Context: an optimization exercise on an open-source flow, tuned for small area. The choices shown serve that exercise and are no tape-out recipe. Only simulation tests tie the RTL to the original design; equivalence was not proved.

$ cat design.v
module processing_element(activation, weight, out, clk, rst);
parameter NON_ZERO_WEIGHTS = 108,
          SPECIAL_CASE = 0,
          FRACTIONAL_BITS = 8,
          BIT_SIZE = 16;
output reg signed [BIT_SIZE-1:0] out;
input [BIT_SIZE-1:0] activation, weight;
input clk, rst;
reg [23:0] s_n;        
reg [15:0] d1, d2, d3, d4;   
reg [6:0] cnt;       
reg valid;           
wire load = (cnt == 0);
wire [23:0] nxt;
wire one1;
wire two2;
wire neg3;
wire x4;
wire x5;
wire x6;
wire x7;
wire x8;
wire x9;
wire x10;
wire x11;
wire x12;
wire x13;
wire x14;
wire x15;
wire x16;
wire x17;
wire x18;
wire x19;
wire pp20;
wire pp21;
wire pp22;
wire pp23;
wire pp24;
wire pp25;
wire pp26;
wire pp27;
wire pp28;
wire pp29;
wire pp30;
wire pp31;
wire pp32;
wire pp33;
wire pp34;
wire pp35;
wire pp36;
wire one37;
wire two38;
wire neg39;
wire x40;
wire x41;
wire x42;
wire x43;
wire x44;
wire x45;
wire x46;
wire x47;
wire x48;
wire x49;
wire x50;
wire x51;
wire x52;
wire x53;
wire x54;
wire x55;
wire pp56;
wire pp57;
wire pp58;
wire pp59;
wire pp60;
wire pp61;
wire pp62;
wire pp63;
wire pp64;
wire pp65;
wire pp66;
wire pp67;
wire pp68;
wire pp69;
wire pp70;
wire pp71;
wire pp72;
wire one73;
wire two74;
wire neg75;
wire x76;
wire x77;
wire x78;
wire x79;
wire x80;
wire x81;
wire x82;
wire x83;
wire x84;
wire x85;
wire x86;
wire x87;
wire x88;
wire x89;
wire x90;
wire x91;
wire pp92;
wire pp93;
wire pp94;
wire pp95;
wire pp96;
wire pp97;
wire pp98;
wire pp99;
wire pp100;
wire pp101;
wire pp102;
wire pp103;
wire pp104;
wire pp105;
wire pp106;
wire pp107;
wire pp108;
wire one109;
wire two110;
wire neg111;
wire x112;
wire x113;
wire x114;
wire x115;
wire x116;
wire x117;
wire x118;
wire x119;
wire x120;
wire x121;
wire x122;
wire x123;
wire x124;
wire x125;
wire x126;
wire x127;
wire pp128;
wire pp129;
wire pp130;
wire pp131;
wire pp132;
wire pp133;
wire pp134;
wire pp135;
wire pp136;
wire pp137;
wire pp138;
wire pp139;
wire pp140;
wire pp141;
wire pp142;
wire pp143;
wire pp144;
wire one145;
wire two146;
wire neg147;
wire x148;
wire x149;
wire x150;
wire x151;
wire x152;
wire x153;
wire x154;
wire x155;
wire x156;
wire x157;
wire x158;
wire x159;
wire x160;
wire x161;
wire x162;
wire x163;
wire pp164;
wire pp165;
wire pp166;
wire pp167;
wire pp168;
wire pp169;
wire pp170;
wire pp171;
wire pp172;
wire pp173;
wire pp174;
wire pp175;
wire pp176;
wire pp177;
wire pp178;
wire pp179;
wire one180;
wire two181;
wire neg182;
wire x183;
wire x184;
wire x185;
wire x186;
wire x187;
wire x188;
wire x189;
wire x190;
wire x191;
wire x192;
wire x193;
wire x194;
wire x195;
wire x196;
wire pp197;
wire pp198;
wire pp199;
wire pp200;
wire pp201;
wire pp202;
wire pp203;
wire pp204;
wire pp205;
wire pp206;
wire pp207;
wire pp208;
wire pp209;
wire pp210;
wire one211;
wire two212;
wire neg213;
wire x214;
wire x215;
wire x216;
wire x217;
wire x218;
wire x219;
wire x220;
wire x221;
wire x222;
wire x223;
wire x224;
wire x225;
wire pp226;
wire pp227;
wire pp228;
wire pp229;
wire pp230;
wire pp231;
wire pp232;
wire pp233;
wire pp234;
wire pp235;
wire pp236;
wire pp237;
wire one238;
wire two239;
wire neg240;
wire x241;
wire x242;
wire x243;
wire x244;
wire x245;
wire x246;
wire x247;
wire x248;
wire x249;
wire x250;
wire pp251;
wire pp252;
wire pp253;
wire pp254;
wire pp255;
wire pp256;
wire pp257;
wire pp258;
wire pp259;
wire pp260;
wire ac261;
wire ac262;
wire ac263;
wire ac264;
wire ac265;
wire ac266;
wire ac267;
wire ac268;
wire ac269;
wire ac270;
wire ac271;
wire ac272;
wire ac273;
wire ac274;
wire ac275;
wire ac276;
wire ac277;
wire ac278;
wire ac279;
wire ac280;
wire ac281;
wire ac282;
wire ac283;
wire ac284;
wire hs285;
wire hc286;
wire hs287;
wire hc288;
wire fs289;
wire fc290;
wire hs291;
wire hc292;
wire hs293;
wire hc294;
wire hs295;
wire hc296;
wire fs297;
wire fc298;
wire hs299;
wire hc300;
wire fs301;
wire fc302;
wire hs303;
wire hc304;
wire fs305;
wire fc306;
wire fs307;
wire fc308;
wire hs309;
wire hc310;
wire fs311;
wire fc312;
wire fs313;
wire fc314;
wire hs315;
wire hc316;
wire fs317;
wire fc318;
wire fs319;
wire fc320;
wire fs321;
wire fc322;
wire fs323;
wire fc324;
wire fs325;
wire fc326;
wire fs327;
wire fc328;
wire fs329;
wire fc330;
wire fs331;
wire fc332;
wire fs333;
wire fc334;
wire fs335;
wire fc336;
wire fs337;
wire fc338;
wire fs339;
wire fc340;
wire fs341;
wire fc342;
wire fs343;
wire fc344;
wire fs345;
wire fc346;
wire fs347;
wire fc348;
wire fs349;
wire fc350;
wire hs351;
wire hc352;
wire fs353;
wire fc354;
wire fs355;
wire fc356;
wire fs357;
wire fc358;
wire hs359;
wire hc360;
wire fs361;
wire fc362;
wire hs363;
wire hs364;
wire hc365;
wire hs366;
wire hc367;
wire fs368;
wire fc369;
wire hs370;
wire hc371;
wire fs372;
wire fc373;
wire hs374;
wire hc375;
wire fs376;
wire fc377;
wire fs378;
wire fc379;
wire fs380;
wire fc381;
wire fs382;
wire fc383;
wire fs384;
wire fc385;
wire fs386;
wire fc387;
wire fs388;
wire fc389;
wire fs390;
wire fc391;
wire fs392;
wire fc393;
wire fs394;
wire fc395;
wire fs396;
wire fc397;
wire fs398;
wire fc399;
wire fs400;
wire fc401;
wire fs402;
wire fc403;
wire fs404;
wire fc405;
wire fs406;
wire fc407;
wire fs408;
wire fc409;
wire fs410;
wire fc411;
wire fs412;
wire fc413;
wire fs414;
wire fc415;
wire fs416;
wire fc417;
wire fs418;
wire fc419;
wire fs420;
wire fc421;
wire fs422;
wire fc423;
wire fs424;
wire fc425;
wire fs426;
wire fc427;
wire fs428;
wire fc429;
wire fs430;
wire fc431;
wire fs432;
wire fc433;
wire fs434;
wire fc435;
wire fs436;
wire fs437;
wire hs438;
wire hc439;
wire hs440;
wire hc441;
wire fs442;
wire fc443;
wire fs444;
wire fc445;
wire fs446;
wire fc447;
wire fs448;
wire fc449;
wire fs450;
wire fc451;
wire fs452;
wire fc453;
wire fs454;
wire fc455;
wire fs456;
wire fc457;
wire fs458;
wire fc459;
wire fs460;
wire fc461;
wire fs462;
wire fc463;
wire fs464;
wire fc465;
wire fs466;
wire fc467;
wire fs468;
wire fc469;
wire fs470;
wire fc471;
wire fs472;
wire fc473;
wire fs474;
wire fc475;
wire fs476;
wire fc477;
wire fs478;
wire fc479;
wire fs480;
wire hs481;
wire hc482;
wire hs483;
wire hc484;
wire fs485;
wire fc486;
wire fs487;
wire fc488;
wire fs489;
wire fc490;
wire fs491;
wire fc492;
wire fs493;
wire fc494;
wire fs495;
wire fc496;
wire fs497;
wire fc498;
wire fs499;
wire fc500;
wire fs501;
wire fc502;
wire fs503;
wire fc504;
wire fs505;
wire fc506;
wire fs507;
wire fc508;
wire fs509;
wire fc510;
wire fs511;
wire fc512;
wire fs513;
wire fc514;
wire fs515;
wire fc516;
wire fs517;
wire fc518;
wire fs519;
wire fc520;
wire fs521;
wire fc522;
wire fs523;
wire fc524;
wire fs525;
wire fc526;
wire fs527;
wire g528;
wire p529;
wire g530;
wire p531;
wire g532;
wire p533;
wire g534;
wire p535;
wire g536;
wire p537;
wire g538;
wire p539;
wire g540;
wire p541;
wire g542;
wire p543;
wire g544;
wire p545;
wire g546;
wire p547;
wire g548;
wire p549;
wire g550;
wire p551;
wire g552;
wire p553;
wire g554;
wire p555;
wire g556;
wire p557;
wire g558;
wire p559;
wire g560;
wire p561;
wire g562;
wire p563;
wire g564;
wire p565;
wire g566;
wire p567;
wire g568;
wire p569;
wire g570;
wire p571;
wire g572;
wire p573;
wire g574;
wire p575;
wire G576;
wire P577;
wire G578;
wire P579;
wire G580;
wire P581;
wire G582;
wire P583;
wire G584;
wire P585;
wire G586;
wire P587;
wire G588;
wire P589;
wire G590;
wire P591;
wire G592;
wire P593;
wire G594;
wire P595;
wire G596;
wire P597;
wire G598;
wire P599;
wire G600;
wire P601;
wire G602;
wire P603;
wire G604;
wire P605;
wire G606;
wire P607;
wire G608;
wire P609;
wire G610;
wire P611;
wire G612;
wire P613;
wire G614;
wire P615;
wire G616;
wire P617;
wire G618;
wire P619;
wire G620;
wire P621;
wire G622;
wire P623;
wire G624;
wire P625;
wire G626;
wire P627;
wire G628;
wire P629;
wire G630;
wire P631;
wire G632;
wire P633;
wire G634;
wire P635;
wire G636;
wire P637;
wire G638;
wire P639;
wire G640;
wire P641;
wire G642;
wire P643;
wire G644;
wire P645;
wire G646;
wire P647;
wire G648;
wire P649;
wire G650;
wire P651;
wire G652;
wire P653;
wire G654;
wire P655;
wire G656;
wire P657;
wire G658;
wire P659;
wire G660;
wire P661;
wire G662;
wire P663;
wire G664;
wire P665;
wire G666;
wire P667;
wire G668;
wire P669;
wire G670;
wire P671;
wire G672;
wire P673;
wire G674;
wire P675;
wire G676;
wire P677;
wire G678;
wire P679;
assign one1 = weight[0] ^ 1'b0;
assign two2 = (weight[1] & ~weight[0] & ~1'b0) | (~weight[1] & weight[0] & 1'b0);
assign neg3 = weight[1] & ~(weight[0] & 1'b0);
assign x4 = activation[0] ^ neg3;
assign x5 = activation[1] ^ neg3;
assign x6 = activation[2] ^ neg3;
assign x7 = activation[3] ^ neg3;
assign x8 = activation[4] ^ neg3;
assign x9 = activation[5] ^ neg3;
assign x10 = activation[6] ^ neg3;
assign x11 = activation[7] ^ neg3;
assign x12 = activation[8] ^ neg3;
assign x13 = activation[9] ^ neg3;
assign x14 = activation[10] ^ neg3;
assign x15 = activation[11] ^ neg3;
assign x16 = activation[12] ^ neg3;
assign x17 = activation[13] ^ neg3;
assign x18 = activation[14] ^ neg3;
assign x19 = activation[15] ^ neg3;
assign pp20 = ((one1 & x4) | (two2 & neg3));
pe_a22o u_sel1 (.a(one1), .b(x5), .c(two2), .d(x4), .y(pp21));
pe_a22o u_sel2 (.a(one1), .b(x6), .c(two2), .d(x5), .y(pp22));
pe_a22o u_sel3 (.a(one1), .b(x7), .c(two2), .d(x6), .y(pp23));
pe_a22o u_sel4 (.a(one1), .b(x8), .c(two2), .d(x7), .y(pp24));
pe_a22o u_sel5 (.a(one1), .b(x9), .c(two2), .d(x8), .y(pp25));
pe_a22o u_sel6 (.a(one1), .b(x10), .c(two2), .d(x9), .y(pp26));
pe_a22o u_sel7 (.a(one1), .b(x11), .c(two2), .d(x10), .y(pp27));
pe_a22o u_sel8 (.a(one1), .b(x12), .c(two2), .d(x11), .y(pp28));
pe_a22o u_sel9 (.a(one1), .b(x13), .c(two2), .d(x12), .y(pp29));
pe_a22o u_sel10 (.a(one1), .b(x14), .c(two2), .d(x13), .y(pp30));
pe_a22o u_sel11 (.a(one1), .b(x15), .c(two2), .d(x14), .y(pp31));
pe_a22o u_sel12 (.a(one1), .b(x16), .c(two2), .d(x15), .y(pp32));
pe_a22o u_sel13 (.a(one1), .b(x17), .c(two2), .d(x16), .y(pp33));
pe_a22o u_sel14 (.a(one1), .b(x18), .c(two2), .d(x17), .y(pp34));
pe_a22o u_sel15 (.a(one1), .b(x19), .c(two2), .d(x18), .y(pp35));
pe_a22oi u_sel16 (.a(one1), .b(x19), .c(two2), .d(x19), .y(pp36));
assign one37 = weight[2] ^ weight[1];
assign two38 = (weight[3] & ~weight[2] & ~weight[1]) | (~weight[3] & weight[2] & weight[1]);
assign neg39 = weight[3] & ~(weight[2] & weight[1]);
assign x40 = activation[0] ^ neg39;
assign x41 = activation[1] ^ neg39;
assign x42 = activation[2] ^ neg39;
assign x43 = activation[3] ^ neg39;
assign x44 = activation[4] ^ neg39;
assign x45 = activation[5] ^ neg39;
assign x46 = activation[6] ^ neg39;
assign x47 = activation[7] ^ neg39;
assign x48 = activation[8] ^ neg39;
assign x49 = activation[9] ^ neg39;
assign x50 = activation[10] ^ neg39;
assign x51 = activation[11] ^ neg39;
assign x52 = activation[12] ^ neg39;
assign x53 = activation[13] ^ neg39;
assign x54 = activation[14] ^ neg39;
assign x55 = activation[15] ^ neg39;
assign pp56 = ((one37 & x40) | (two38 & neg39));
pe_a22o u_sel17 (.a(one37), .b(x41), .c(two38), .d(x40), .y(pp57));
pe_a22o u_sel18 (.a(one37), .b(x42), .c(two38), .d(x41), .y(pp58));
pe_a22o u_sel19 (.a(one37), .b(x43), .c(two38), .d(x42), .y(pp59));
pe_a22o u_sel20 (.a(one37), .b(x44), .c(two38), .d(x43), .y(pp60));
pe_a22o u_sel21 (.a(one37), .b(x45), .c(two38), .d(x44), .y(pp61));
pe_a22o u_sel22 (.a(one37), .b(x46), .c(two38), .d(x45), .y(pp62));
pe_a22o u_sel23 (.a(one37), .b(x47), .c(two38), .d(x46), .y(pp63));
pe_a22o u_sel24 (.a(one37), .b(x48), .c(two38), .d(x47), .y(pp64));
pe_a22o u_sel25 (.a(one37), .b(x49), .c(two38), .d(x48), .y(pp65));
pe_a22o u_sel26 (.a(one37), .b(x50), .c(two38), .d(x49), .y(pp66));
pe_a22o u_sel27 (.a(one37), .b(x51), .c(two38), .d(x50), .y(pp67));
pe_a22o u_sel28 (.a(one37), .b(x52), .c(two38), .d(x51), .y(pp68));
pe_a22o u_sel29 (.a(one37), .b(x53), .c(two38), .d(x52), .y(pp69));
pe_a22o u_sel30 (.a(one37), .b(x54), .c(two38), .d(x53), .y(pp70));
pe_a22o u_sel31 (.a(one37), .b(x55), .c(two38), .d(x54), .y(pp71));
pe_a22oi u_sel32 (.a(one37), .b(x55), .c(two38), .d(x55), .y(pp72));
assign one73 = weight[4] ^ weight[3];
assign two74 = (weight[5] & ~weight[4] & ~weight[3]) | (~weight[5] & weight[4] & weight[3]);
assign neg75 = weight[5] & ~(weight[4] & weight[3]);
assign x76 = activation[0] ^ neg75;
assign x77 = activation[1] ^ neg75;
assign x78 = activation[2] ^ neg75;
assign x79 = activation[3] ^ neg75;
assign x80 = activation[4] ^ neg75;
assign x81 = activation[5] ^ neg75;
assign x82 = activation[6] ^ neg75;
assign x83 = activation[7] ^ neg75;
assign x84 = activation[8] ^ neg75;
assign x85 = activation[9] ^ neg75;
assign x86 = activation[10] ^ neg75;
assign x87 = activation[11] ^ neg75;
assign x88 = activation[12] ^ neg75;
assign x89 = activation[13] ^ neg75;
assign x90 = activation[14] ^ neg75;
assign x91 = activation[15] ^ neg75;
assign pp92 = ((one73 & x76) | (two74 & neg75));
pe_a22o u_sel33 (.a(one73), .b(x77), .c(two74), .d(x76), .y(pp93));
pe_a22o u_sel34 (.a(one73), .b(x78), .c(two74), .d(x77), .y(pp94));
pe_a22o u_sel35 (.a(one73), .b(x79), .c(two74), .d(x78), .y(pp95));
pe_a22o u_sel36 (.a(one73), .b(x80), .c(two74), .d(x79), .y(pp96));
pe_a22o u_sel37 (.a(one73), .b(x81), .c(two74), .d(x80), .y(pp97));
pe_a22o u_sel38 (.a(one73), .b(x82), .c(two74), .d(x81), .y(pp98));
pe_a22o u_sel39 (.a(one73), .b(x83), .c(two74), .d(x82), .y(pp99));
pe_a22o u_sel40 (.a(one73), .b(x84), .c(two74), .d(x83), .y(pp100));
pe_a22o u_sel41 (.a(one73), .b(x85), .c(two74), .d(x84), .y(pp101));
pe_a22o u_sel42 (.a(one73), .b(x86), .c(two74), .d(x85), .y(pp102));
pe_a22o u_sel43 (.a(one73), .b(x87), .c(two74), .d(x86), .y(pp103));
pe_a22o u_sel44 (.a(one73), .b(x88), .c(two74), .d(x87), .y(pp104));
pe_a22o u_sel45 (.a(one73), .b(x89), .c(two74), .d(x88), .y(pp105));
pe_a22o u_sel46 (.a(one73), .b(x90), .c(two74), .d(x89), .y(pp106));
pe_a22o u_sel47 (.a(one73), .b(x91), .c(two74), .d(x90), .y(pp107));
pe_a22oi u_sel48 (.a(one73), .b(x91), .c(two74), .d(x91), .y(pp108));
assign one109 = weight[6] ^ weight[5];
assign two110 = (weight[7] & ~weight[6] & ~weight[5]) | (~weight[7] & weight[6] & weight[5]);
assign neg111 = weight[7] & ~(weight[6] & weight[5]);
assign x112 = activation[0] ^ neg111;
assign x113 = activation[1] ^ neg111;
assign x114 = activation[2] ^ neg111;
assign x115 = activation[3] ^ neg111;
assign x116 = activation[4] ^ neg111;
assign x117 = activation[5] ^ neg111;
assign x118 = activation[6] ^ neg111;
assign x119 = activation[7] ^ neg111;
assign x120 = activation[8] ^ neg111;
assign x121 = activation[9] ^ neg111;
assign x122 = activation[10] ^ neg111;
assign x123 = activation[11] ^ neg111;
assign x124 = activation[12] ^ neg111;
assign x125 = activation[13] ^ neg111;
assign x126 = activation[14] ^ neg111;
assign x127 = activation[15] ^ neg111;
assign pp128 = ((one109 & x112) | (two110 & neg111));
pe_a22o u_sel49 (.a(one109), .b(x113), .c(two110), .d(x112), .y(pp129));
pe_a22o u_sel50 (.a(one109), .b(x114), .c(two110), .d(x113), .y(pp130));
pe_a22o u_sel51 (.a(one109), .b(x115), .c(two110), .d(x114), .y(pp131));
pe_a22o u_sel52 (.a(one109), .b(x116), .c(two110), .d(x115), .y(pp132));
pe_a22o u_sel53 (.a(one109), .b(x117), .c(two110), .d(x116), .y(pp133));
pe_a22o u_sel54 (.a(one109), .b(x118), .c(two110), .d(x117), .y(pp134));
pe_a22o u_sel55 (.a(one109), .b(x119), .c(two110), .d(x118), .y(pp135));
pe_a22o u_sel56 (.a(one109), .b(x120), .c(two110), .d(x119), .y(pp136));
pe_a22o u_sel57 (.a(one109), .b(x121), .c(two110), .d(x120), .y(pp137));
pe_a22o u_sel58 (.a(one109), .b(x122), .c(two110), .d(x121), .y(pp138));
pe_a22o u_sel59 (.a(one109), .b(x123), .c(two110), .d(x122), .y(pp139));
pe_a22o u_sel60 (.a(one109), .b(x124), .c(two110), .d(x123), .y(pp140));
pe_a22o u_sel61 (.a(one109), .b(x125), .c(two110), .d(x124), .y(pp141));
pe_a22o u_sel62 (.a(one109), .b(x126), .c(two110), .d(x125), .y(pp142));
pe_a22o u_sel63 (.a(one109), .b(x127), .c(two110), .d(x126), .y(pp143));
pe_a22oi u_sel64 (.a(one109), .b(x127), .c(two110), .d(x127), .y(pp144));
assign one145 = weight[8] ^ weight[7];
assign two146 = (weight[9] & ~weight[8] & ~weight[7]) | (~weight[9] & weight[8] & weight[7]);
assign neg147 = weight[9] & ~(weight[8] & weight[7]);
assign x148 = activation[0] ^ neg147;
assign x149 = activation[1] ^ neg147;
assign x150 = activation[2] ^ neg147;
assign x151 = activation[3] ^ neg147;
assign x152 = activation[4] ^ neg147;
assign x153 = activation[5] ^ neg147;
assign x154 = activation[6] ^ neg147;
assign x155 = activation[7] ^ neg147;
assign x156 = activation[8] ^ neg147;
assign x157 = activation[9] ^ neg147;
assign x158 = activation[10] ^ neg147;
assign x159 = activation[11] ^ neg147;
assign x160 = activation[12] ^ neg147;
assign x161 = activation[13] ^ neg147;
assign x162 = activation[14] ^ neg147;
assign x163 = activation[15] ^ neg147;
assign pp164 = ((one145 & x148) | (two146 & neg147));
pe_a22o u_sel65 (.a(one145), .b(x149), .c(two146), .d(x148), .y(pp165));
pe_a22o u_sel66 (.a(one145), .b(x150), .c(two146), .d(x149), .y(pp166));
pe_a22o u_sel67 (.a(one145), .b(x151), .c(two146), .d(x150), .y(pp167));
pe_a22o u_sel68 (.a(one145), .b(x152), .c(two146), .d(x151), .y(pp168));
pe_a22o u_sel69 (.a(one145), .b(x153), .c(two146), .d(x152), .y(pp169));
pe_a22o u_sel70 (.a(one145), .b(x154), .c(two146), .d(x153), .y(pp170));
pe_a22o u_sel71 (.a(one145), .b(x155), .c(two146), .d(x154), .y(pp171));
pe_a22o u_sel72 (.a(one145), .b(x156), .c(two146), .d(x155), .y(pp172));
pe_a22o u_sel73 (.a(one145), .b(x157), .c(two146), .d(x156), .y(pp173));
pe_a22o u_sel74 (.a(one145), .b(x158), .c(two146), .d(x157), .y(pp174));
pe_a22o u_sel75 (.a(one145), .b(x159), .c(two146), .d(x158), .y(pp175));
pe_a22o u_sel76 (.a(one145), .b(x160), .c(two146), .d(x159), .y(pp176));
pe_a22o u_sel77 (.a(one145), .b(x161), .c(two146), .d(x160), .y(pp177));
pe_a22o u_sel78 (.a(one145), .b(x162), .c(two146), .d(x161), .y(pp178));
pe_a22o u_sel79 (.a(one145), .b(x163), .c(two146), .d(x162), .y(pp179));
assign one180 = weight[10] ^ weight[9];
assign two181 = (weight[11] & ~weight[10] & ~weight[9]) | (~weight[11] & weight[10] & weight[9]);
assign neg182 = weight[11] & ~(weight[10] & weight[9]);
assign x183 = activation[0] ^ neg182;
assign x184 = activation[1] ^ neg182;
assign x185 = activation[2] ^ neg182;
assign x186 = activation[3] ^ neg182;
assign x187 = activation[4] ^ neg182;
assign x188 = activation[5] ^ neg182;
assign x189 = activation[6] ^ neg182;
assign x190 = activation[7] ^ neg182;
assign x191 = activation[8] ^ neg182;
assign x192 = activation[9] ^ neg182;
assign x193 = activation[10] ^ neg182;
assign x194 = activation[11] ^ neg182;
assign x195 = activation[12] ^ neg182;
assign x196 = activation[13] ^ neg182;
assign pp197 = ((one180 & x183) | (two181 & neg182));
pe_a22o u_sel80 (.a(one180), .b(x184), .c(two181), .d(x183), .y(pp198));
pe_a22o u_sel81 (.a(one180), .b(x185), .c(two181), .d(x184), .y(pp199));
pe_a22o u_sel82 (.a(one180), .b(x186), .c(two181), .d(x185), .y(pp200));
pe_a22o u_sel83 (.a(one180), .b(x187), .c(two181), .d(x186), .y(pp201));
pe_a22o u_sel84 (.a(one180), .b(x188), .c(two181), .d(x187), .y(pp202));
pe_a22o u_sel85 (.a(one180), .b(x189), .c(two181), .d(x188), .y(pp203));
pe_a22o u_sel86 (.a(one180), .b(x190), .c(two181), .d(x189), .y(pp204));
pe_a22o u_sel87 (.a(one180), .b(x191), .c(two181), .d(x190), .y(pp205));
pe_a22o u_sel88 (.a(one180), .b(x192), .c(two181), .d(x191), .y(pp206));
pe_a22o u_sel89 (.a(one180), .b(x193), .c(two181), .d(x192), .y(pp207));
pe_a22o u_sel90 (.a(one180), .b(x194), .c(two181), .d(x193), .y(pp208));
pe_a22o u_sel91 (.a(one180), .b(x195), .c(two181), .d(x194), .y(pp209));
pe_a22o u_sel92 (.a(one180), .b(x196), .c(two181), .d(x195), .y(pp210));
assign one211 = weight[12] ^ weight[11];
assign two212 = (weight[13] & ~weight[12] & ~weight[11]) | (~weight[13] & weight[12] & weight[11]);
assign neg213 = weight[13] & ~(weight[12] & weight[11]);
assign x214 = activation[0] ^ neg213;
assign x215 = activation[1] ^ neg213;
assign x216 = activation[2] ^ neg213;
assign x217 = activation[3] ^ neg213;
assign x218 = activation[4] ^ neg213;
assign x219 = activation[5] ^ neg213;
assign x220 = activation[6] ^ neg213;
assign x221 = activation[7] ^ neg213;
assign x222 = activation[8] ^ neg213;
assign x223 = activation[9] ^ neg213;
assign x224 = activation[10] ^ neg213;
assign x225 = activation[11] ^ neg213;
assign pp226 = ((one211 & x214) | (two212 & neg213));
pe_a22o u_sel93 (.a(one211), .b(x215), .c(two212), .d(x214), .y(pp227));
pe_a22o u_sel94 (.a(one211), .b(x216), .c(two212), .d(x215), .y(pp228));
pe_a22o u_sel95 (.a(one211), .b(x217), .c(two212), .d(x216), .y(pp229));
pe_a22o u_sel96 (.a(one211), .b(x218), .c(two212), .d(x217), .y(pp230));
pe_a22o u_sel97 (.a(one211), .b(x219), .c(two212), .d(x218), .y(pp231));
pe_a22o u_sel98 (.a(one211), .b(x220), .c(two212), .d(x219), .y(pp232));
pe_a22o u_sel99 (.a(one211), .b(x221), .c(two212), .d(x220), .y(pp233));
pe_a22o u_sel100 (.a(one211), .b(x222), .c(two212), .d(x221), .y(pp234));
pe_a22o u_sel101 (.a(one211), .b(x223), .c(two212), .d(x222), .y(pp235));
pe_a22o u_sel102 (.a(one211), .b(x224), .c(two212), .d(x223), .y(pp236));
pe_a22o u_sel103 (.a(one211), .b(x225), .c(two212), .d(x224), .y(pp237));
assign one238 = weight[14] ^ weight[13];
assign two239 = (weight[15] & ~weight[14] & ~weight[13]) | (~weight[15] & weight[14] & weight[13]);
assign neg240 = weight[15] & ~(weight[14] & weight[13]);
assign x241 = activation[0] ^ neg240;
assign x242 = activation[1] ^ neg240;
assign x243 = activation[2] ^ neg240;
assign x244 = activation[3] ^ neg240;
assign x245 = activation[4] ^ neg240;
assign x246 = activation[5] ^ neg240;
assign x247 = activation[6] ^ neg240;
assign x248 = activation[7] ^ neg240;
assign x249 = activation[8] ^ neg240;
assign x250 = activation[9] ^ neg240;
assign pp251 = ((one238 & x241) | (two239 & neg240));
pe_a22o u_sel104 (.a(one238), .b(x242), .c(two239), .d(x241), .y(pp252));
pe_a22o u_sel105 (.a(one238), .b(x243), .c(two239), .d(x242), .y(pp253));
pe_a22o u_sel106 (.a(one238), .b(x244), .c(two239), .d(x243), .y(pp254));
pe_a22o u_sel107 (.a(one238), .b(x245), .c(two239), .d(x244), .y(pp255));
pe_a22o u_sel108 (.a(one238), .b(x246), .c(two239), .d(x245), .y(pp256));
pe_a22o u_sel109 (.a(one238), .b(x247), .c(two239), .d(x246), .y(pp257));
pe_a22o u_sel110 (.a(one238), .b(x248), .c(two239), .d(x247), .y(pp258));
pe_a22o u_sel111 (.a(one238), .b(x249), .c(two239), .d(x248), .y(pp259));
pe_a22o u_sel112 (.a(one238), .b(x250), .c(two239), .d(x249), .y(pp260));
assign ac261 = ~(s_n[0] | load);
assign ac262 = ~(s_n[1] | load);
assign ac263 = ~(s_n[2] | load);
assign ac264 = ~(s_n[3] | load);
assign ac265 = ~(s_n[4] | load);
assign ac266 = ~(s_n[5] | load);
assign ac267 = ~(s_n[6] | load);
assign ac268 = ~(s_n[7] | load);
assign ac269 = ~(s_n[8] | load);
assign ac270 = ~(s_n[9] | load);
assign ac271 = ~(s_n[10] | load);
assign ac272 = ~(s_n[11] | load);
assign ac273 = ~(s_n[12] | load);
assign ac274 = ~(s_n[13] | load);
assign ac275 = ~(s_n[14] | load);
assign ac276 = ~(s_n[15] | load);
assign ac277 = ~(s_n[16] | load);
assign ac278 = ~(s_n[17] | load);
assign ac279 = ~(s_n[18] | load);
assign ac280 = ~(s_n[19] | load);
assign ac281 = ~(s_n[20] | load);
assign ac282 = ~(s_n[21] | load);
assign ac283 = ~(s_n[22] | load);
assign ac284 = ~(s_n[23] | load);
pe_ha u_ha113 (.a(ac275), .b(neg240), .s(hs285), .co(hc286));
pe_ha u_ha114 (.a(ac276), .b(pp35), .s(hs287), .co(hc288));
pe_fa u_fa115 (.a(1'b1), .b(ac277), .c(pp36), .s(fs289), .co(fc290));
pe_ha u_ha116 (.a(1'b1), .b(ac278), .s(hs291), .co(hc292));
pe_ha u_ha117 (.a(ac269), .b(neg147), .s(hs293), .co(hc294));
pe_ha u_ha118 (.a(ac270), .b(pp29), .s(hs295), .co(hc296));
pe_fa u_fa119 (.a(ac271), .b(neg182), .c(pp30), .s(fs297), .co(fc298));
pe_ha u_ha120 (.a(pp64), .b(pp98), .s(hs299), .co(hc300));
pe_fa u_fa121 (.a(ac272), .b(pp31), .c(pp65), .s(fs301), .co(fc302));
pe_ha u_ha122 (.a(pp99), .b(pp133), .s(hs303), .co(hc304));
pe_fa u_fa123 (.a(ac273), .b(neg213), .c(pp32), .s(fs305), .co(fc306));
pe_fa u_fa124 (.a(pp66), .b(pp100), .c(pp134), .s(fs307), .co(fc308));
pe_ha u_ha125 (.a(pp168), .b(pp199), .s(hs309), .co(hc310));
pe_fa u_fa126 (.a(ac274), .b(pp33), .c(pp67), .s(fs311), .co(fc312));
pe_fa u_fa127 (.a(pp101), .b(pp135), .c(pp169), .s(fs313), .co(fc314));
pe_ha u_ha128 (.a(pp200), .b(pp227), .s(hs315), .co(hc316));
pe_fa u_fa129 (.a(hs285), .b(pp34), .c(pp68), .s(fs317), .co(fc318));
pe_fa u_fa130 (.a(pp102), .b(pp136), .c(pp170), .s(fs319), .co(fc320));
pe_fa u_fa131 (.a(pp201), .b(pp228), .c(pp251), .s(fs321), .co(fc322));
pe_fa u_fa132 (.a(hc286), .b(pp69), .c(pp103), .s(fs323), .co(fc324));
pe_fa u_fa133 (.a(pp137), .b(pp171), .c(pp202), .s(fs325), .co(fc326));
pe_fa u_fa134 (.a(pp229), .b(pp252), .c(hs287), .s(fs327), .co(fc328));
pe_fa u_fa135 (.a(pp70), .b(pp104), .c(pp138), .s(fs329), .co(fc330));
pe_fa u_fa136 (.a(pp172), .b(pp203), .c(pp230), .s(fs331), .co(fc332));
pe_fa u_fa137 (.a(pp253), .b(hc288), .c(fs289), .s(fs333), .co(fc334));
pe_fa u_fa138 (.a(hs291), .b(pp71), .c(pp105), .s(fs335), .co(fc336));
pe_fa u_fa139 (.a(pp139), .b(pp173), .c(pp204), .s(fs337), .co(fc338));
pe_fa u_fa140 (.a(pp231), .b(pp254), .c(fc290), .s(fs339), .co(fc340));
pe_fa u_fa141 (.a(ac279), .b(hc292), .c(pp72), .s(fs341), .co(fc342));
pe_fa u_fa142 (.a(pp106), .b(pp140), .c(pp174), .s(fs343), .co(fc344));
pe_fa u_fa143 (.a(pp205), .b(pp232), .c(pp255), .s(fs345), .co(fc346));
pe_fa u_fa144 (.a(1'b1), .b(ac280), .c(pp107), .s(fs347), .co(fc348));
pe_fa u_fa145 (.a(pp141), .b(pp175), .c(pp206), .s(fs349), .co(fc350));
pe_ha u_ha146 (.a(pp233), .b(pp256), .s(hs351), .co(hc352));
pe_fa u_fa147 (.a(ac281), .b(pp108), .c(pp142), .s(fs353), .co(fc354));
pe_fa u_fa148 (.a(pp176), .b(pp207), .c(pp234), .s(fs355), .co(fc356));
pe_fa u_fa149 (.a(1'b1), .b(ac282), .c(pp143), .s(fs357), .co(fc358));
pe_ha u_ha150 (.a(pp177), .b(pp208), .s(hs359), .co(hc360));
pe_fa u_fa151 (.a(ac283), .b(pp144), .c(pp178), .s(fs361), .co(fc362));
assign hs363 = 1'b1 ^ ac284;
pe_ha u_ha152 (.a(ac265), .b(neg75), .s(hs364), .co(hc365));
pe_ha u_ha153 (.a(ac266), .b(pp25), .s(hs366), .co(hc367));
pe_fa u_fa154 (.a(ac267), .b(neg111), .c(pp26), .s(fs368), .co(fc369));
pe_ha u_ha155 (.a(pp60), .b(pp94), .s(hs370), .co(hc371));
pe_fa u_fa156 (.a(ac268), .b(pp27), .c(pp61), .s(fs372), .co(fc373));
pe_ha u_ha157 (.a(pp95), .b(pp129), .s(hs374), .co(hc375));
pe_fa u_fa158 (.a(hs293), .b(pp28), .c(pp62), .s(fs376), .co(fc377));
pe_fa u_fa159 (.a(pp96), .b(pp130), .c(pp164), .s(fs378), .co(fc379));
pe_fa u_fa160 (.a(hc294), .b(pp63), .c(pp97), .s(fs380), .co(fc381));
pe_fa u_fa161 (.a(pp131), .b(pp165), .c(hs295), .s(fs382), .co(fc383));
pe_fa u_fa162 (.a(pp132), .b(pp166), .c(pp197), .s(fs384), .co(fc385));
pe_fa u_fa163 (.a(hc296), .b(hs299), .c(fs297), .s(fs386), .co(fc387));
pe_fa u_fa164 (.a(pp167), .b(pp198), .c(hc300), .s(fs388), .co(fc389));
pe_fa u_fa165 (.a(hs303), .b(fc298), .c(fs301), .s(fs390), .co(fc391));
pe_fa u_fa166 (.a(pp226), .b(hc304), .c(hs309), .s(fs392), .co(fc393));
pe_fa u_fa167 (.a(fc302), .b(fs305), .c(fs307), .s(fs394), .co(fc395));
pe_fa u_fa168 (.a(hc310), .b(hs315), .c(fc306), .s(fs396), .co(fc397));
pe_fa u_fa169 (.a(fc308), .b(fs311), .c(fs313), .s(fs398), .co(fc399));
pe_fa u_fa170 (.a(hc316), .b(fc312), .c(fc314), .s(fs400), .co(fc401));
pe_fa u_fa171 (.a(fs317), .b(fs319), .c(fs321), .s(fs402), .co(fc403));
pe_fa u_fa172 (.a(fc318), .b(fc320), .c(fc322), .s(fs404), .co(fc405));
pe_fa u_fa173 (.a(fs323), .b(fs325), .c(fs327), .s(fs406), .co(fc407));
pe_fa u_fa174 (.a(fc324), .b(fc326), .c(fs329), .s(fs408), .co(fc409));
pe_fa u_fa175 (.a(fs331), .b(fc328), .c(fs333), .s(fs410), .co(fc411));
pe_fa u_fa176 (.a(fc330), .b(fc332), .c(fs335), .s(fs412), .co(fc413));
pe_fa u_fa177 (.a(fs337), .b(fc334), .c(fs339), .s(fs414), .co(fc415));
pe_fa u_fa178 (.a(fc336), .b(fc338), .c(fs341), .s(fs416), .co(fc417));
pe_fa u_fa179 (.a(fs343), .b(fs345), .c(fc340), .s(fs418), .co(fc419));
pe_fa u_fa180 (.a(hs351), .b(fc342), .c(fc344), .s(fs420), .co(fc421));
pe_fa u_fa181 (.a(fc346), .b(fs347), .c(fs349), .s(fs422), .co(fc423));
pe_fa u_fa182 (.a(pp257), .b(hc352), .c(fc348), .s(fs424), .co(fc425));
pe_fa u_fa183 (.a(fc350), .b(fs353), .c(fs355), .s(fs426), .co(fc427));
pe_fa u_fa184 (.a(pp235), .b(pp258), .c(hs359), .s(fs428), .co(fc429));
pe_fa u_fa185 (.a(fc354), .b(fc356), .c(fs357), .s(fs430), .co(fc431));
pe_fa u_fa186 (.a(pp209), .b(pp236), .c(pp259), .s(fs432), .co(fc433));
pe_fa u_fa187 (.a(hc360), .b(fc358), .c(fs361), .s(fs434), .co(fc435));
assign fs436 = hs363 ^ pp179 ^ pp210;
assign fs437 = pp237 ^ pp260 ^ fc362;
pe_ha u_ha188 (.a(ac263), .b(neg39), .s(hs438), .co(hc439));
pe_ha u_ha189 (.a(ac264), .b(pp23), .s(hs440), .co(hc441));
pe_fa u_fa190 (.a(hs364), .b(pp24), .c(pp58), .s(fs442), .co(fc443));
pe_fa u_fa191 (.a(hc365), .b(pp59), .c(pp93), .s(fs444), .co(fc445));
pe_fa u_fa192 (.a(pp128), .b(hc367), .c(hs370), .s(fs446), .co(fc447));
pe_fa u_fa193 (.a(hc371), .b(hs374), .c(fc369), .s(fs448), .co(fc449));
pe_fa u_fa194 (.a(hc375), .b(fc373), .c(fs376), .s(fs450), .co(fc451));
pe_fa u_fa195 (.a(fc377), .b(fc379), .c(fs380), .s(fs452), .co(fc453));
pe_fa u_fa196 (.a(fc381), .b(fs384), .c(fc383), .s(fs454), .co(fc455));
pe_fa u_fa197 (.a(fc385), .b(fs388), .c(fc387), .s(fs456), .co(fc457));
pe_fa u_fa198 (.a(fc389), .b(fs392), .c(fc391), .s(fs458), .co(fc459));
pe_fa u_fa199 (.a(fc393), .b(fc395), .c(fs396), .s(fs460), .co(fc461));
pe_fa u_fa200 (.a(fc397), .b(fc399), .c(fs400), .s(fs462), .co(fc463));
pe_fa u_fa201 (.a(fc401), .b(fc403), .c(fs404), .s(fs464), .co(fc465));
pe_fa u_fa202 (.a(fc405), .b(fs408), .c(fc407), .s(fs466), .co(fc467));
pe_fa u_fa203 (.a(fc409), .b(fs412), .c(fc411), .s(fs468), .co(fc469));
pe_fa u_fa204 (.a(fc413), .b(fs416), .c(fc415), .s(fs470), .co(fc471));
pe_fa u_fa205 (.a(fc417), .b(fs420), .c(fs422), .s(fs472), .co(fc473));
pe_fa u_fa206 (.a(fc421), .b(fc423), .c(fs424), .s(fs474), .co(fc475));
pe_fa u_fa207 (.a(fs428), .b(fc425), .c(fc427), .s(fs476), .co(fc477));
pe_fa u_fa208 (.a(fs432), .b(fc429), .c(fc431), .s(fs478), .co(fc479));
assign fs480 = fc433 ^ fs436 ^ fc435;
pe_ha u_ha209 (.a(ac261), .b(neg3), .s(hs481), .co(hc482));
pe_ha u_ha210 (.a(ac262), .b(pp21), .s(hs483), .co(hc484));
pe_fa u_fa211 (.a(hs438), .b(pp22), .c(pp56), .s(fs485), .co(fc486));
pe_fa u_fa212 (.a(hc439), .b(pp57), .c(hs440), .s(fs487), .co(fc488));
pe_fa u_fa213 (.a(pp92), .b(hc441), .c(fs442), .s(fs489), .co(fc490));
pe_fa u_fa214 (.a(hs366), .b(fc443), .c(fs444), .s(fs491), .co(fc492));
pe_fa u_fa215 (.a(fc445), .b(fs368), .c(fs446), .s(fs493), .co(fc494));
pe_fa u_fa216 (.a(fs372), .b(fc447), .c(fs448), .s(fs495), .co(fc496));
pe_fa u_fa217 (.a(fs378), .b(fc449), .c(fs450), .s(fs497), .co(fc498));
pe_fa u_fa218 (.a(fs382), .b(fc451), .c(fs452), .s(fs499), .co(fc500));
pe_fa u_fa219 (.a(fc453), .b(fs386), .c(fs454), .s(fs501), .co(fc502));
pe_fa u_fa220 (.a(fs390), .b(fc455), .c(fs456), .s(fs503), .co(fc504));
pe_fa u_fa221 (.a(fs394), .b(fc457), .c(fs458), .s(fs505), .co(fc506));
pe_fa u_fa222 (.a(fs398), .b(fc459), .c(fs460), .s(fs507), .co(fc508));
pe_fa u_fa223 (.a(fs402), .b(fc461), .c(fs462), .s(fs509), .co(fc510));
pe_fa u_fa224 (.a(fs406), .b(fc463), .c(fs464), .s(fs511), .co(fc512));
pe_fa u_fa225 (.a(fc465), .b(fs410), .c(fs466), .s(fs513), .co(fc514));
pe_fa u_fa226 (.a(fs414), .b(fc467), .c(fs468), .s(fs515), .co(fc516));
pe_fa u_fa227 (.a(fs418), .b(fc469), .c(fs470), .s(fs517), .co(fc518));
pe_fa u_fa228 (.a(fc419), .b(fs472), .c(fc471), .s(fs519), .co(fc520));
pe_fa u_fa229 (.a(fs426), .b(fc473), .c(fs474), .s(fs521), .co(fc522));
pe_fa u_fa230 (.a(fs430), .b(fc475), .c(fs476), .s(fs523), .co(fc524));
pe_fa u_fa231 (.a(fs434), .b(fc477), .c(fs478), .s(fs525), .co(fc526));
assign fs527 = fs437 ^ fc479 ^ fs480;
assign g528 = hs481 & pp20;
assign p529 = hs481 ^ pp20;
assign g530 = hc482 & hs483;
assign p531 = hc482 ^ hs483;
assign g532 = hc484 & fs485;
assign p533 = hc484 ^ fs485;
assign g534 = fc486 & fs487;
assign p535 = fc486 ^ fs487;
assign g536 = fc488 & fs489;
assign p537 = fc488 ^ fs489;
assign g538 = fc490 & fs491;
assign p539 = fc490 ^ fs491;
assign g540 = fc492 & fs493;
assign p541 = fc492 ^ fs493;
assign g542 = fc494 & fs495;
assign p543 = fc494 ^ fs495;
assign g544 = fc496 & fs497;
assign p545 = fc496 ^ fs497;
assign g546 = fc498 & fs499;
assign p547 = fc498 ^ fs499;
assign g548 = fc500 & fs501;
assign p549 = fc500 ^ fs501;
assign g550 = fc502 & fs503;
assign p551 = fc502 ^ fs503;
assign g552 = fc504 & fs505;
assign p553 = fc504 ^ fs505;
assign g554 = fc506 & fs507;
assign p555 = fc506 ^ fs507;
assign g556 = fc508 & fs509;
assign p557 = fc508 ^ fs509;
assign g558 = fc510 & fs511;
assign p559 = fc510 ^ fs511;
assign g560 = fc512 & fs513;
assign p561 = fc512 ^ fs513;
assign g562 = fc514 & fs515;
assign p563 = fc514 ^ fs515;
assign g564 = fc516 & fs517;
assign p565 = fc516 ^ fs517;
assign g566 = fc518 & fs519;
assign p567 = fc518 ^ fs519;
assign g568 = fc520 & fs521;
assign p569 = fc520 ^ fs521;
assign g570 = fc522 & fs523;
assign p571 = fc522 ^ fs523;
assign g572 = fc524 & fs525;
assign p573 = fc524 ^ fs525;
assign g574 = fc526 & fs527;
assign p575 = fc526 ^ fs527;
assign G576 = g530 | (p531 & g528);
assign P577 = p531 & p529;
assign G578 = g534 | (p535 & g532);
assign P579 = p535 & p533;
assign G580 = g538 | (p539 & g536);
assign P581 = p539 & p537;
assign G582 = g542 | (p543 & g540);
assign P583 = p543 & p541;
assign G584 = g546 | (p547 & g544);
assign P585 = p547 & p545;
assign G586 = g550 | (p551 & g548);
assign P587 = p551 & p549;
assign G588 = g554 | (p555 & g552);
assign P589 = p555 & p553;
assign G590 = g558 | (p559 & g556);
assign P591 = p559 & p557;
assign G592 = g562 | (p563 & g560);
assign P593 = p563 & p561;
assign G594 = g566 | (p567 & g564);
assign P595 = p567 & p565;
assign G596 = g570 | (p571 & g568);
assign P597 = p571 & p569;
assign G598 = g574 | (p575 & g572);
assign P599 = p575 & p573;
assign G600 = g532 | (p533 & G576);
assign P601 = p533 & P577;
assign G602 = G578 | (P579 & G576);
assign P603 = P579 & P577;
assign G604 = g540 | (p541 & G580);
assign P605 = p541 & P581;
assign G606 = G582 | (P583 & G580);
assign P607 = P583 & P581;
assign G608 = g548 | (p549 & G584);
assign P609 = p549 & P585;
assign G610 = G586 | (P587 & G584);
assign P611 = P587 & P585;
assign G612 = g556 | (p557 & G588);
assign P613 = p557 & P589;
assign G614 = G590 | (P591 & G588);
assign P615 = P591 & P589;
assign G616 = g564 | (p565 & G592);
assign P617 = p565 & P593;
assign G618 = G594 | (P595 & G592);
assign P619 = P595 & P593;
assign G620 = g572 | (p573 & G596);
assign P621 = p573 & P597;
assign G622 = G598 | (P599 & G596);
assign P623 = P599 & P597;
assign G624 = g536 | (p537 & G602);
assign P625 = p537 & P603;
assign G626 = G580 | (P581 & G602);
assign P627 = P581 & P603;
assign G628 = G604 | (P605 & G602);
assign P629 = P605 & P603;
assign G630 = G606 | (P607 & G602);
assign P631 = P607 & P603;
assign G632 = g552 | (p553 & G610);
assign P633 = p553 & P611;
assign G634 = G588 | (P589 & G610);
assign P635 = P589 & P611;
assign G636 = G612 | (P613 & G610);
assign P637 = P613 & P611;
assign G638 = G614 | (P615 & G610);
assign P639 = P615 & P611;
assign G640 = g568 | (p569 & G618);
assign P641 = p569 & P619;
assign G642 = G596 | (P597 & G618);
assign P643 = P597 & P619;
assign G644 = G620 | (P621 & G618);
assign P645 = P621 & P619;
assign G646 = G622 | (P623 & G618);
assign P647 = P623 & P619;
assign G648 = g544 | (p545 & G630);
assign P649 = p545 & P631;
assign G650 = G584 | (P585 & G630);
assign P651 = P585 & P631;
assign G652 = G608 | (P609 & G630);
assign P653 = P609 & P631;
assign G654 = G610 | (P611 & G630);
assign P655 = P611 & P631;
assign G656 = G632 | (P633 & G630);
assign P657 = P633 & P631;
assign G658 = G634 | (P635 & G630);
assign P659 = P635 & P631;
assign G660 = G636 | (P637 & G630);
assign P661 = P637 & P631;
assign G662 = G638 | (P639 & G630);
assign P663 = P639 & P631;
assign G664 = g560 | (p561 & G662);
assign P665 = p561 & P663;
assign G666 = G592 | (P593 & G662);
assign P667 = P593 & P663;
assign G668 = G616 | (P617 & G662);
assign P669 = P617 & P663;
assign G670 = G618 | (P619 & G662);
assign P671 = P619 & P663;
assign G672 = G640 | (P641 & G662);
assign P673 = P641 & P663;
assign G674 = G642 | (P643 & G662);
assign P675 = P643 & P663;
assign G676 = G644 | (P645 & G662);
assign P677 = P645 & P663;
assign G678 = G646 | (P647 & G662);
assign P679 = P647 & P663;
assign nxt[0] = p529;
assign nxt[1] = (p531 ^ g528);
assign nxt[2] = (p533 ^ G576);
assign nxt[3] = (p535 ^ G600);
assign nxt[4] = (p537 ^ G602);
assign nxt[5] = (p539 ^ G624);
assign nxt[6] = (p541 ^ G626);
assign nxt[7] = (p543 ^ G628);
assign nxt[8] = (p545 ^ G630);
assign nxt[9] = (p547 ^ G648);
assign nxt[10] = (p549 ^ G650);
assign nxt[11] = (p551 ^ G652);
assign nxt[12] = (p553 ^ G654);
assign nxt[13] = (p555 ^ G656);
assign nxt[14] = (p557 ^ G658);
assign nxt[15] = (p559 ^ G660);
assign nxt[16] = (p561 ^ G662);
assign nxt[17] = (p563 ^ G664);
assign nxt[18] = (p565 ^ G666);
assign nxt[19] = (p567 ^ G668);
assign nxt[20] = (p569 ^ G670);
assign nxt[21] = (p571 ^ G672);
assign nxt[22] = (p573 ^ G674);
assign nxt[23] = (p575 ^ G676);
always @(posedge clk) begin
  s_n <= ~nxt;
  d1 <= s_n[FRACTIONAL_BITS+15:FRACTIONAL_BITS];
  d2 <= d1;
  d3 <= d2;
  d4 <= d3;
  if (!rst) begin
    cnt <= 0;
    valid <= 1'b0;
    out <= 0;
  end else begin
    cnt <= (cnt == NON_ZERO_WEIGHTS - 1) ? 7'd0 : cnt + 7'd1;
    valid <= valid | (cnt == 4);
    out <= valid ? ~d4 : 16'd0;
  end
end
endmodule
module pe_fa(a, b, c, s, co);
input a, b, c;
output s, co;
assign s = a ^ b ^ c;
assign co = (a & b) | (a & c) | (b & c);
endmodule
module pe_a22o(a, b, c, d, y);
input a, b, c, d;
output y;
assign y = (a & b) | (c & d);
endmodule
module pe_a22oi(a, b, c, d, y);
input a, b, c, d;
output y;
assign y = ~((a & b) | (c & d));
endmodule
module pe_ha(a, b, s, co);
input a, b;
output s, co;
assign s = a ^ b;
assign co = a & b;
endmodule
$ cat flow/run.sh
#!/bin/bash
# Standard layout; ports buffered with a small buffer, synthesis buffers removed before placement.
set -euo pipefail
export BUFFER_PORTS_ARGS="-buffer_cell sky130_fd_sc_hd__buf_1"
export REMOVE_ABC_BUFFERS=1
export RECOVER_POWER=100
bash standard.sh > standard_flow.log 2>&1
$ cat standard.sh
#!/bin/bash
# synth_recipe.tcl (not shown) runs the flow's synth.tcl, then flattens the netlist and writes it again
# the make line also repeats each setting of config.mk as NAME=value (left out here)
make -C /OpenROAD-flow-scripts/flow DESIGN_CONFIG=/design/flow/config.mk WORK_HOME=/design/flow/orfs CLKGATE_MAP_FILE= SYNTH_SCRIPT=/design/flow/synth_recipe.tcl "${@:-finish}"
$ cat config.mk
export PLATFORM = sky130hd
export DESIGN_NAME = processing_element
export DESIGN_NICKNAME = processing_element
export VERILOG_FILES = /design/flow/design.v
export SDC_FILE = /design/flow/constraint.sdc
export NUM_CORES = 4
export LEC_CHECK = 0
export CAP_MARGIN = 20
export CORE_MARGIN = 2
export CORE_UTILIZATION = 40
export CTS_BUF_LIST = sky130_fd_sc_hd__clkbuf_8
export GPL_TIMING_DRIVEN = 0
export SLEW_MARGIN = 20
export SYNTH_HIERARCHICAL = 1
$ cat constraint.sdc
create_clock -name core_clock -period 6.5 [get_ports {clk}]
set_input_delay 1.3000 -clock core_clock [delete_from_list [all_inputs] [get_ports {clk}]]
set_output_delay 1.3000 -clock core_clock [all_outputs]
set_load 0.01 [all_outputs]
==> flow_summary.yaml, run 1 <==
cells_and_area:
  num-fill-cells: 2040
  mostFrequentLayoutCells: "sky130_fd_sc_hd__a22o_1 (115), sky130_fd_sc_hd__xnor2_1 (114), sky130_fd_sc_hd__dfxtp_1 (112)"
  final-instance-count-excl-fill: 1066
  layout.cells.most_common: "sky130_fd_sc_hd__a22o_1"
  final_nets: 975
  multi_input_area_um2: 6060
  regArea_um2: 2240
  antenna_cells: 0
  share_of_layout_cells_above_drive_strength_1: 0.0556
  area_growth_from_synthesis_to_final_layout_pct: 7.22
timing:
  actual_transition_at_the_worst_max_transition_pin_ps: 1000
  setup_slack_ps: 359
  finalSetupViolations: 0
  whs_ps: 320
  hold_viol: 0
  period_minus_slack_ps: 6140
  clock-skew-final_ps: 19.4
  grt_setup_unrepaired: "no"
  max_slew_headroom: 0.326
  report.final.slew_viol_count: 0
  fin_crit_sh: 0.945
  max_freq_ghz: 0.163
die:
  floorplan.die.height_um: 150
  initial_utilization: 0.407
  design.die.area_um2: 22500
  fp.coreArea_um2: 21000
  placement_rows: 53
  fp.dieW_um: 150
  ioPinCount: 50
placement:
  dp.cells: 1050
  post-dp-hpwl_um: 14200
  buffer_ports.inserted: 49
  preCtsSetupSlack_ps: -422
  gp_routability_congestion: 0.813
global_route:
  grt_start_max_net_pins: 24
  globalRouteTotalUtil: 0.155
  grt_pass1_vias: 5396
  gr-total-overflow: 0
  antenna_found_initial: 0
  grt_first_pass_wirelength_um: 27700
yosys:
  synth_async_sr_flop_share: 0
  synth_seq_cells: 112
  dominantRegCellSynth: "sky130_fd_sc_hd__dfxtp_1"
  syn_inst: 756
  synth_enable_flop_cells: 0
  syn_area_per_cell_um2: 11.3
  yosysUniqueCellTypes: 53
  synth_sequential_area_ratio: 0.263
  ys_warn_count: 7
  netlist_area_um2: 8520
cts:
  cts_tree: "yes"
  cts_root_buffer: "sky130_fd_sc_hd__clkbuf_8"
  ctsHoldBuffers: 0
  clock_transition_at_path_regs_ps: 110
  tritoncts.num_buffers: 9
  clock_latency_ps: 370
  clock_path_buffers: 2
  clock_sinks: 112
  post_cts.repair.setup_buffers: 0
  cts_htree_levels: 3
worst_setup_path:
  crit_chain: "buf_2 -> ha_1 -> nand2b_2 -> xnor2_1 -> a22o_1 -> fa_1 -> fa_1 -> fa_1 -> fa_1 -> ha_1 -> nand4_1 -> a2111oi_2 -> o21ai_2 -> a211oi_2 -> nor3_1 -> xor2_1"
  setup.worst_path.start_class: "primary input"
  r2r.worst_path.cells: 17
  timing.reg2reg.setup_slack_ps: 670
  regToRegEndpoint: "s_n[22]"
  critPathArrivalTime_ps: 6410
  critical_path.max_stage_delay_ps: 550
  r2r_start: "cnt[0]"
  critical_path_peak_fanout: 22
  timing.critical_path.slowest_stage_cell: "sky130_fd_sc_hd__fa_1"
  timing.critical_path.required_ps: 6770
  timing_worst_setup_path_type: "in2reg"
  worst_path_most_repeated_cell: "sky130_fd_sc_hd__fa_1"
  cp-end-kind: "flop"
run_status:
  outcome: "finished clean"
detailed_routing:
  ant_nets: 0
  detail_route.wirelength_um: 16300
  num_vias: 5408
  drt-wirelength-per-cell_um: 15.3
  drcViolationCount: 0
  detail_route.iter0.violations: 215
  drtPass1Iterations: 4
  post_drt_via_cell_ratio: 5.07
min_path:
  hold_path.startpoint: "d1[2]"
  hold_depth: 0
  holdPathEnd: "d2[2]"
  min_path_type: "reg2reg"
flow_run:
  cap_viol_max_count: 0
[modules after synthesis, one instance, submodules excluded]
module	cells	cell area, µm²
pe_a22o	1	8.76
pe_a22oi	1	12.5
pe_ha	1	12.5
pe_fa	1	20.0
processing_element	525	5290
[critical path, delay by kind of cell]
family / cells / cell delay (ps)
AOI/OAI and AO/OA: 4 / 1100
and+or+nand+nor: 3 / 700
buffers and inverters: 1 / 430
adders and majority gates: 6 / 2560
xor gates and xnor gates: 2 / 300
[timing repair]
action                                  CTS  global route
endpoints found under the setup margin    1             4
cloned                                    0             0
gates resized for setup                   1             3
[metal layers]
layer,wire length [µm],GRT usage,vias up,share of wire
met5,0,0,-,0
li1,-,-,2677,-
met1,8360,0.223,2614,0.51
met2,7110,0.244,97,0.44
met4,248,0.0481,0,0.015
met3,595,0.0180,20,0.036
[metrics by stage]
step                area (µm²)  TNS [ps]   util
finish                    9140         0  0.436
detailed placement        8940     -2490  0.427
floorplan                 8390         0      -
global route              9140         0  0.436
CTS                       9140         0  0.436
global placement          8920     -7310  0.426
[final cells by class]
type / instances / area share
Inverter: 24 / 0.00986
Sequential cell: 112 / 0.245
Clock buffer: 10 / 0.0151
Timing Repair Buffer: 52 / 0.0227
Tap cell: 275 / 0.0377
Clock inverter: 6 / 0.00644
Multi-Input combinational cell: 587 / 0.663
[worst max path at each step]
| stage | startpoint | endpoint | slack (ps) | depth (start not counted) |
|---|---|---|---|---|
| final | weight[1] | s_n[22] | 360 | 16 |
| after global routing | weight[1] | s_n[22] | 30 | 16 |
| after CTS | weight[1] | s_n[23] | 160 | 15 |
| after detailed placement | weight[1] | s_n[23] | -420 | 16 |
| after global placement | weight[1] | s_n[23] | -970 | 16 |
| after floorplan | weight[2] | s_n[17] | 410 | 13 |
[synthesized netlist by cell type (4+ instances only)]
| cell type | n | area share |
|---|---|---|
| sky130_fd_sc_hd__nand2b_1 | 16 | 0.012 |
| sky130_fd_sc_hd__fa_1 | 105 | 0.25 |
| sky130_fd_sc_hd__nor2_1 | 50 | 0.022 |
| sky130_fd_sc_hd__a21o_1 | 5 | 0.0044 |
| sky130_fd_sc_hd__nand3b_1 | 7 | 0.0062 |
| sky130_fd_sc_hd__clkbuf_1 | 27 | 0.012 |
| sky130_fd_sc_hd__a21oi_1 | 12 | 0.0070 |
| sky130_fd_sc_hd__nor4_1 | 4 | 0.0029 |
| sky130_fd_sc_hd__xnor2_1 | 114 | 0.12 |
| sky130_fd_sc_hd__buf_2 | 7 | 0.0041 |
| sky130_fd_sc_hd__xor2_1 | 30 | 0.031 |
| sky130_fd_sc_hd__dfxtp_1 | 112 | 0.26 |
| sky130_fd_sc_hd__nand3_1 | 4 | 0.0023 |
| sky130_fd_sc_hd__a22oi_2 | 4 | 0.0059 |
| sky130_fd_sc_hd__ha_1 | 50 | 0.073 |
| sky130_fd_sc_hd__and2_1 | 5 | 0.0037 |
| sky130_fd_sc_hd__a22o_1 | 115 | 0.12 |
| sky130_fd_sc_hd__nand2_1 | 10 | 0.0044 |
| sky130_fd_sc_hd__o21ai_0 | 11 | 0.0065 |
| sky130_fd_sc_hd__inv_1 | 24 | 0.011 |
| sky130_fd_sc_hd__nor2b_1 | 5 | 0.0037 |
[sequential cells by signal, summed over array words and instances (netlist names)]
register	count
s_n	24
d1	16
d2	16
d3	16
d4	16
out	16
cnt	7
valid	1
[cells by family after synthesis]
family	count (synthesis)	synth area share
muxes	1	0.00132
other	1	0.000440
adders and majority gates	155	0.320
DFF	112	0.263
and+or+nand+nor	115	0.0702
AOI/OAI and AO/OA	168	0.169
xor gates and xnor gates	144	0.148
buffers and inverters	60	0.0275
==> inputs of run 2 (changes only) <==
--- a/flow/run.sh
+++ b/flow/run.sh
@@ -5,3 +5,4 @@
 export REMOVE_ABC_BUFFERS=1
 export RECOVER_POWER=100
+export CTS_ARGS="-buf_list sky130_fd_sc_hd__clkbuf_16 -repair_clock_nets"
 bash standard.sh > standard_flow.log 2>&1
==> run 2 against run 1 <==
  * Still clean on timing, DRC and antenna
  * Synthesized cell count is the same
  * Final cell count is the same
  * Die area is the same
  * Routed wire length is essentially flat
  * Critical endpoint is now s_n[17]
==> flow_summary.yaml, run 2 <==
die:
  fp.coreArea_um2: 21000
  fp.dieW_um: 150
  ioPinCount: 50
  design.die.area_um2: 22500
  placement_rows: 53
  initial_utilization: 0.407
  floorplan.die.height_um: 150
worst_setup_path:
  critical_path_peak_fanout: 15
  crit_chain: "clkbuf_1 -> ha_1 -> nand2b_1 -> xnor2_1 -> a22o_1 -> fa_1 -> fa_1 -> fa_1 -> fa_1 -> ha_1 -> and4_1 -> a221oi_2 -> nand2_4 -> fa_1 -> xnor2_1"
  timing_worst_setup_path_type: "in2reg"
  timing.critical_path.slowest_stage_cell: "sky130_fd_sc_hd__nand2b_1"
  timing.reg2reg.setup_slack_ps: 590
  worst-path-buf-inv: 1
  cp-end-kind: "flop"
  setup.worst_path.start_class: "primary input"
  critical_path.max_stage_delay_ps: 640
  critPathArrivalTime_ps: 6450
  regToRegEndpoint: "s_n[17]"
  r2r.worst_path.cells: 16
  cpLargestDelayFamily: "adder cells"
  timing.critical_path.required_ps: 6730
  worst_path_most_repeated_cell: "sky130_fd_sc_hd__fa_1"
  crit_path_start: "weight[9]"
  r2r_start: "cnt[0]"
timing:
  actual_transition_at_the_worst_max_transition_pin_ps: 982
  report.final.slew_viol_count: 0
  hold_viol: 0
  max_freq_ghz: 0.161
  finalSetupViolations: 0
  tns_ps: 0
  grt_setup_unrepaired: "no"
  max_slew_headroom: 0.341
  fin_crit_sh: 0.957
  period_minus_slack_ps: 6220
  setup_slack_ps: 282
  clock-skew-final_ps: 10.4
cts:
  cts_htree_levels: 3
  clock_transition_at_path_regs_ps: 70
  clock_path_buffers: 2
  tritoncts.num_buffers: 9
  ctsHoldBuffers: 0
  cts_tree: "yes"
  clock_sinks: 112
  clock_latency_ps: 340
  cts_root_buffer: "sky130_fd_sc_hd__clkbuf_16"
cells_and_area:
  antenna_cells: 0
  largest_register: "s_n"
  num-fill-cells: 2026
  area_growth_from_synthesis_to_final_layout_pct: 8.28
  layout.cells.most_common: "sky130_fd_sc_hd__a22o_1"
  mostFrequentLayoutCells: "sky130_fd_sc_hd__a22o_1 (115), sky130_fd_sc_hd__xnor2_1 (114), sky130_fd_sc_hd__dfxtp_1 (112)"
  final_nets: 975
  largest_register_ffs: 24
  share_of_layout_cells_above_drive_strength_1: 0.0556
detailed_routing:
  ant_nets: 0
  drtPass1Iterations: 4
  detail_route.iter0.violations: 213
  detail_route.wirelength_um: 16300
  drt-wirelength-per-cell_um: 15.3
  drcViolationCount: 0
  post_drt_via_cell_ratio: 5.06
  num_vias: 5399
global_route:
  grt_first_pass_wirelength_um: 27700
  grt_start_max_net_pins: 24
  globalRouteTotalUtil: 0.155
  grt_pass1_vias: 5387
  antenna_found_initial: 0
  gr-total-overflow: 0
yosys:
  ys_warn_count: 7
  synth_enable_flop_cells: 0
  synth_sequential_area_ratio: 0.263
  synth_async_sr_flop_share: 0
  syn_area_per_cell_um2: 11.3
  synth_top_area_share: 0.263
  synth_top_cells_by_area: "sky130_fd_sc_hd__dfxtp_1 (26%), sky130_fd_sc_hd__fa_1 (25%), sky130_fd_sc_hd__a22o_1 (12%), sky130_fd_sc_hd__xnor2_1 (12%), sky130_fd_sc_hd__ha_1 (7.3%)"
  netlist_area_um2: 8520
  yosys-top-cells-count: "sky130_fd_sc_hd__a22o_1 (115), sky130_fd_sc_hd__xnor2_1 (114), sky130_fd_sc_hd__dfxtp_1 (112)"
  yosysUniqueCellTypes: 53
  dominantRegCellSynth: "sky130_fd_sc_hd__dfxtp_1"
  synth_top_cell_by_area: "sky130_fd_sc_hd__dfxtp_1"
  synth_seq_cells: 112
  yosys.cell_count.top_type: "sky130_fd_sc_hd__a22o_1"
  syn_inst: 756
placement:
  post-dp-hpwl_um: 14200
  buffer_ports.inserted: 49
  gp_routability_congestion: 0.813
  preCtsSetupSlack_ps: -422
min_path:
  hold_depth: 0
  holdPathEnd: "d2[2]"
  min_path_type: "reg2reg"
  hold_path.startpoint: "d1[2]"
run_status:
  outcome: "finished clean"
flow_run:
  cap_viol_max_count: 0
-- run 2: cell counts after synthesis --
Identical to the previous run, type by type.
-- run 2: routing by layer --
metal  up-vias  track usage  part of all wire
li1       2677            -                 -
met1      2602        0.223              0.51
met2       101        0.244              0.44
met3        19       0.0189             0.035
met4         0       0.0453             0.015
met5         -            0                 0
-- run 2: cell families after synthesis --
family / after synthesis / share of synthesized area
AOI/OAI and AO/OA: 168 / 0.169
adders and majority gates: 155 / 0.320
xor gates and xnor gates: 144 / 0.148
and+or+nand+nor: 115 / 0.0702
DFF: 112 / 0.263
buffers and inverters: 60 / 0.0275
other: 1 / 0.000440
muxes: 1 / 0.00132
-- run 2: per-stage QoR --
step | utilization | cell area, µm² | std cells | hold WS, ps
after global routing | 0.440 | 9230 | 1066 | 323
final | 0.440 | 9230 | 1066 | 320
after CTS | 0.441 | 9240 | 1066 | 321
after floorplan | - | 8390 | 723 | 310
after global placement | 0.426 | 8920 | 1047 | 312
after detailed placement | 0.427 | 8940 | 1050 | 312
-- run 2: timing repair --
action,CTS,global route
gates resized for setup,1,4
setup endpoints to repair,4,4
hold endpoints to repair,0,0
buffers inserted,0,0
cloned,0,0
-- run 2: worst register-to-register path, delay by kind of cell (launching register included) --
family / cells / cell delay [ps]
AOI/OAI and AO/OA: 1 / 530
xor gates and xnor gates: 1 / 130
adders and majority gates: 8 / 3200
buffers and inverters: 1 / 60
DFF: 1 / 330
and+or+nand+nor: 5 / 1560
-- run 2: worst max path at each step --
stage | to | slack (ps) | cells past startpoint
floorplan | s_n[17] | 410 | 13
global placement | s_n[23] | -970 | 16
detailed placement | s_n[23] | -420 | 16
CTS | s_n[23] | 120 | 15
global route | s_n[23] | 80 | 16
finish | s_n[17] | 280 | 15
-- run 2: layout make-up --
type / count / area [µm²] / share of cell area
multi-input cells: 587 / 6060 / 0.656
flip-flops and latches: 112 / 2240 / 0.243
well taps: 275 / 344 / 0.0373
clock buffers: 9 / 225 / 0.0244
repair buffers: 52 / 208 / 0.0225
inverters: 24 / 90.1 / 0.00976
clock inverters: 7 / 62.6 / 0.00678
-- run 2: Yosys stat by module (local to each module, per instance) --
module	flops+latches	cell area [µm²]	times used
pe_a22o	0	8.76	108
pe_a22oi	0	12.5	4
pe_fa	0	20.0	100
pe_ha	0	12.5	19
processing_element	112	5290	1

port drivers added, routing unchanged:
The flow's constraints put no driver on any port. The routed layouts listed below were extracted and timed again, unchanged, in two steps.
Step 1, drivers: a clkbuf_16 drives clk and a buf_2 each remaining input, both assumed.
Step 2 moves the port delays by t, midway between the first and last clock arrival at a register: inputs arrive t later, outputs are due t later. That takes back most of the time a late clock gives input paths.
a / b / c = no drivers / after step 1 / after step 2; a / b = the first two.
| run | t, ns | setup slack, ns | latest minus earliest clock arrival (ns) |
|---|---|---|---|
| run 1 | 0.395 | 0.359 / 0.372 / -0.023 | 0.019 / 0.019 |
| run 2 | 0.373 | 0.282 / 0.297 / -0.076 | 0.010 / 0.010 |
Met with ideal ports but missed after step 2: setup timing in run 1 and run 2. For run 1, which loses most, drivers alone change the setup slack by +0.013 ns; drivers and shift together by -0.382 ns.
